Source: an optimization exercise on an open RTL-to-GDS flow (aim: small area). Production flows keep margins and buffers that such runs may drop. In this exercise RTL edits were held to simulation tests only and were not proved equivalent to the original. The clock port is modelled as an ideal driver; clocking choices that lean on that would not hold on a real chip. Power figures rest on the tool's default switching activity, not on a simulated workload.

Design vga_top, start of the top module:
module vga_top (
    input         clk,
    input         rst,
    input  [31:0] record,
    input  [ 6:0] state,
    output [ 3:0] red,
    output [ 3:0] green,
    output [ 3:0] blue,
    output        hs,
    output        vs
);
Size: about 320 cells after synthesis, about 2100 sq um of cells after synthesis.
export LEC_CHECK = 0
export CAP_MARGIN = 0
export CORE_MARGIN = 2
export CORE_UTILIZATION = 65
export GPL_TIMING_DRIVEN = 0
export SLEW_MARGIN = 0
create_clock -name core_clock -period 10.0 [get_ports {clk}]
standard.sh (not shown) runs the stock make flow with config.mk's settings and CLKGATE_MAP_FILE= SYNTH_SCRIPT=/design/flow/synth_recipe.tcl, a recipe that flattens the netlist after the stock synthesis.
==> flow/flow/run.sh <==
#!/bin/bash
# Own layout flow: the standard ORFS flow (standard.sh, synth_recipe.tcl)
# with these changes:
#  - synthesis maps the logic with an area-oriented ABC script (flow/area.abc)
#    instead of ORFS's speed script (the RTL's logic is already optimised, see
#    gen/) and leaves adders as plain gates (no extract_fa); the rest of
#    synthesis is the standard flow's synth_recipe.tcl (same registers, flatten and rename);
#  - port buffers are buf_1 cells;
#  - CTS without dummy loads, with clkbuf_8 buffers; after CTS the root
#    buffer, which drives only the leaf buffers, is shrunk to clkbuf_2
#    (flow/root.tcl).
#  - the logic network ABC maps in synthesis is flow/logic.blif, an ABC
#    optimisation (gen/opt.py) of the very network this synthesis hands to
#    ABC; the flow checks that network's MD5 first (abc_in.blif) and falls
#    back to mapping it as it is (flow/area.abc) if it is not the expected one.
# Each step's full output goes to log_<step>.txt in the work folder.
set -uo pipefail
W=$PWD
{
  echo 'proc abc {args} {'
  echo '  set i [lsearch -exact $args -script]'
  echo '  if {$i >= 0} { set args [lreplace $args [expr {$i + 1}] [expr {$i + 1}] $::env(OWN_ABC_SCRIPT)] }'
  echo '  yosys abc {*}$args'
  echo '}'
  echo 'proc extract_fa {args} { puts "extract_fa skipped" }'
  cat "$W/synth_recipe.tcl"
} > "$W/own_synth.tcl"
sed -E "s#'?SYNTH_SCRIPT=[^ ]*#SYNTH_SCRIPT=$W/own_synth.tcl#" "$W/standard.sh" > "$W/own_standard.sh"
ABC_IN_MD5=b71cb3d5de529e66695d4dc3b07acef7
printf 'write_blif %s\nread_blif %s\nstrash\ndch -f\namap\ntopo\n' "$W/abc_in.blif" "$W/flow/logic.blif" > "$W/best.abc"
export OWN_ABC_SCRIPT="$W/best.abc"
export BUFFER_PORTS_ARGS="-buffer_cell sky130_fd_sc_hd__buf_1"
export CTS_ARGS="-sink_clustering_enable -repair_clock_nets -dont_use_dummy_load -buf_list sky130_fd_sc_hd__clkbuf_8 -sink_clustering_size 30 -sink_clustering_max_diameter 100"
run_step() {
  echo "== $1"
  if ! bash "$W/own_standard.sh" "$1" > "$W/log_$1.txt" 2>&1; then
    echo "step $1 failed"
    tail -40 "$W/log_$1.txt"
    exit 1
  fi
}
R="$W/orfs/results/$FLOW_PLATFORM/vga_top/base"
run_step synth
got=$(tail -n +2 "$W/abc_in.blif" | md5sum | cut -d' ' -f1)
if [[ "$got" != "$ABC_IN_MD5" ]]; then
  echo "ABC input $got is not the one flow/logic.blif was made from: mapping it as it is"
  mv "$W/log_synth.txt" "$W/log_synth_first.txt"
  rm -rf "$W/orfs"
  export OWN_ABC_SCRIPT="$W/flow/area.abc"
  run_step synth
fi
for t in floorplan place cts; do run_step "$t"; done
echo "== root clock buffer"
if ! LIB_FILE="$FLOW_HOME/platforms/sky130hd/lib/sky130_fd_sc_hd__tt_025C_1v80.lib" \
  ODB_IN="$R/4_cts.odb" ODB_OUT="$R/4_cts.odb" ROOT_CELL=sky130_fd_sc_hd__clkbuf_2 \
  openroad -no_init -exit "$W/flow/root.tcl" > "$W/log_rootbuf.txt" 2>&1; then
  echo "root buffer step failed"; tail -40 "$W/log_rootbuf.txt"; exit 1
fi
for t in route finish; do
  echo "== $t"
  if ! bash "$W/own_standard.sh" "$t" > "$W/log_$t.txt" 2>&1; then
    echo "step $t failed"
    tail -40 "$W/log_$t.txt"
    exit 1
  fi
done
ls -l "$W/out"
Other scripts of this flow, unchanged in this note and not shown: flow/flow/area.abc, flow/flow/logic.blif, flow/flow/root.tcl
Next try:
GPL_TIMING_DRIVEN = not set   (was 0)
The changed run ran to the end with no violations.
Count of clock-buffer cells in the layout is unchanged.
Power rose by 1.1%.
Core utilization fell by 2.7 points.
Routed wire length rose by 4.1%.
Critical path depth does not change.
Worst hold slack loses 0.013 ns.
First-iteration DRC count rose by 6.6%.
Clock power rose by about 3%.
Non-clock buffer count fell by 11.
Worst setup slack gains 0.65 ns.
Combinational power rose by about 4%.

==> port drivers added, routing unchanged <==
No port has a modelled driver above. Below, the same layouts with a new extraction and two added sets of constraints.
Step 1 (the two cells are an assumption about what drives the block):
set clk [get_ports {clk}]
set_driving_cell -lib_cell sky130_fd_sc_hd__clkbuf_16 $clk
set_driving_cell -lib_cell sky130_fd_sc_hd__buf_2 [delete_from_list [all_inputs] $clk]
Step 2 moves the port delays by t, midway between the first and last clock arrival at a register: inputs arrive t later, outputs are due t later. That takes back most of the time a late clock gives input paths.
Three values: no drivers, after step 1, after step 2; two values: the first two.
run	t, ns	setup WS [ns]	clock arrival spread, ns	worst register clock-pin slew, ns	worst data-port slew with drivers (ns)
the first run	0.303	2.987 / 2.982 / 2.678	0.012 / 0.011	0.08 / 0.08	0.05
the second run	0.309	3.635 / 3.632 / 3.323	0.008 / 0.008	0.08 / 0.08	0.04
After both steps every run listed still meets setup and hold. The setup slack of the second run, which loses most, moves by -0.003 ns with the drivers and by -0.312 ns with both steps.
